Background: an optimization exercise with open tools, aiming at small area. Do not read the settings as production practice.
Function was checked by simulation only, so behaviour that the tests miss may differ from the original.

// AudDSP
module AudDSP (
    input i_rst_n,
    input i_clk,
    input i_start,
    input i_pause,
    input [2:0] i_speed,
    input i_is_slow,
    input i_slow_mode,
    input i_daclrck,
    input signed [15:0] i_sram_data,
    input [19:0] i_sram_stop_addr,
    output signed [15:0] o_dac_data,
    output o_en,
    output o_is_pause,
    output [19:0] o_sram_addr
);
    localparam S_IDLE  = 2'd0;
    localparam S_PAUSE = 2'd1;
    localparam S_PLAY  = 2'd2;
    localparam S_EMPTY = 2'd3;
    reg [1:0]  state_r;
    reg        is_play_r;      
    reg [19:0] addr_r;
    reg [15:0] o_data_r;
    reg [15:0] sram_data_r;
    reg [2:0]  speed_r;
    reg        is_slow_r;
    reg        slow_mode_r;
    reg [3:0]  slow_counter_r;
    reg [1:0]  get_data_counter_r;
    reg [15:0] sram_data_next_r;
    assign o_en = !i_daclrck;
    assign o_dac_data = o_data_r;
    assign o_sram_addr = addr_r;
    assign o_is_pause = !is_play_r;
    wire is_pause_r = !is_play_r;
    wire idle  = state_r == S_IDLE;
    wire pause = state_r == S_PAUSE;
    wire play  = state_r == S_PLAY;
    wire empty = state_r == S_EMPTY;
    wire play0 = play && get_data_counter_r == 2'd0;
    wire play2 = play && get_data_counter_r == 2'd2;
    wire play3 = play && get_data_counter_r == 2'd3;
    wire sc_zero = slow_counter_r == 4'd0;
    wire fetch   = !is_slow_r || sc_zero;
    reg [1:0] state_w;
    always @(*) begin
        case (state_r)
            S_IDLE:  state_w = i_start ? S_PAUSE : S_IDLE;
            S_PAUSE: state_w = is_pause_r ? S_PAUSE : S_PLAY;
  ...
Settings: LEC_CHECK=0, CAP_MARGIN=20, CORE_MARGIN=2, CORE_UTILIZATION=40, SLEW_MARGIN=20; clock period 100.0 ns.
standard.sh (not shown) runs the stock make flow with config.mk's settings and CLKGATE_MAP_FILE= SYNTH_SCRIPT=/design/flow/synth_recipe.tcl, a recipe that flattens the netlist after the stock synthesis.
==> flow/flow/run.sh <==
#!/bin/bash
# Layout flow: the standard layout, on a netlist whose combinational logic
# is mapped by ABC for area. The flip-flops are those of the standard
# synthesis, with the same names and cell types; when a re-mapped netlist does
# not keep them, the standard synthesis netlist is used.
set -uo pipefail
W=$(pwd)
F=$W/flow
R=orfs/results/$FLOW_PLATFORM/AudDSP/base

# 1. the standard synthesis (reference for the flip-flops)
bash standard.sh synth > $W/log_synth_standard.txt 2>&1 || exit 1
cp $R/1_2_yosys.v $W/netlist_standard.v
cp orfs/reports/$FLOW_PLATFORM/AudDSP/base/synth_stat.txt $W/stat_standard.txt
best=$W/netlist_standard.v
best_area=$(sed -n 's/.*Chip area for module.*: *//p' $W/stat_standard.txt | head -1)
echo "standard: $best_area" > $W/log_choice.txt

# 2. the same synthesis script with an area-oriented ABC script in place of
#    the final ABC call and ripple-carry adders in place of Kogge-Stone ones;
#    variants "noabc*" also skip the quick ABC pass of synth's fine step
sed 's|log_cmd abc {\*}\$abc_args|log_cmd abc -script $::env(MY_ABC_SCRIPT) {*}[lrange $abc_args 2 end]|' \
  $FLOW_HOME/scripts/synth.tcl > $W/synth_area.tcl
sed "s|source \$::env(SCRIPTS_DIR)/synth.tcl|source $W/synth_area.tcl|" $W/synth_recipe.tcl > $W/synth_recipe_area.tcl
for v in fast noabc noabc2; do
  extra=("SYNTH_OPERATIONS_ARGS=-extra-map $F/ripple_lcu.v")
  [[ $v == noabc* ]] && extra+=(SYNTH_ARGS=-noabc)
  script=$F/area.script
  [[ $v == noabc2 ]] && script=$F/area2.script
  MY_ABC_SCRIPT=$script make -C $FLOW_HOME DESIGN_CONFIG=$W/config.mk WORK_HOME=$W/synth_$v \
    CLKGATE_MAP_FILE= SYNTH_SCRIPT=$W/synth_recipe_area.tcl "${extra[@]}" synth > $W/log_synth_$v.txt 2>&1 || continue
  cr=$W/synth_$v/results/$FLOW_PLATFORM/AudDSP/base
  area=$(sed -n 's/.*Chip area for module.*: *//p' $W/synth_$v/reports/$FLOW_PLATFORM/AudDSP/base/synth_stat.txt | head -1)
  if python3 $F/match.py $W/netlist_standard.v $cr/1_2_yosys.v $W/netlist_$v.v > $W/log_match_$v.txt 2>&1; then
    echo "$v: $area" >> $W/log_choice.txt
    if python3 -c "import sys; sys.exit(0 if float('$area') < float('$best_area') else 1)"; then
      best=$W/netlist_$v.v; best_area=$area
    fi
  else
    echo "$v: $area (flip-flops differ, not used)" >> $W/log_choice.txt
  fi
done
echo "chosen: $best ($best_area)" >> $W/log_choice.txt

# 3. the standard layout of the chosen netlist; ports buffered with buf_1
rm -rf orfs
bash standard.sh SYNTH_NETLIST_FILES=$best "BUFFER_PORTS_ARGS=-buffer_cell sky130_fd_sc_hd__buf_1" finish \
  > $W/log_layout.txt 2>&1
Other scripts of this flow, unchanged in this note and not shown: flow/flow/area.script, flow/flow/area2.script, flow/flow/match.py, flow/flow/ripple_lcu.v
The first run completed with no timing, DRC or antenna violations.
Edit:
Settings changed: CAP_MARGIN 20 to 10, CTS_BUF_LIST set to sky130_fd_sc_hd__clkbuf_8, SLEW_MARGIN 20 to 10.
Result: The new run passed the timing, DRC and antenna checks. Wire length barely changes. Worst setup slack gets worse by 3.0 ps. Critical path depth does not change. Global-route usage stays flat. Cell count does not change. Cell area came out lower by 1.3%. Maximum frequency is about the same. Non-clock buffer count stays the same.

-- re-timing with driven ports --
Ports are ideal in the flow. The routed layouts listed here were re-timed in OpenROAD. Step 1, drivers: a clkbuf_16 drives i_clk and a buf_2 each remaining input, both assumed. Step 2 also shifts input and output timing later by t, the mid clock arrival at the registers, as if the neighbouring blocks saw the same clock. a / b / c = ideal / step 1 / step 2; a / b = the first two.
run	t (ns)	slack for setup (ns)	worst data-port slew with drivers (ns)	pins driven straight from the clock port
the first run	0.384	57.880 / 57.880 / 57.880	0.05	1
the second run	0.407	57.877 / 57.877 / 57.877	0.05	1
After both steps every run listed still meets setup and hold.
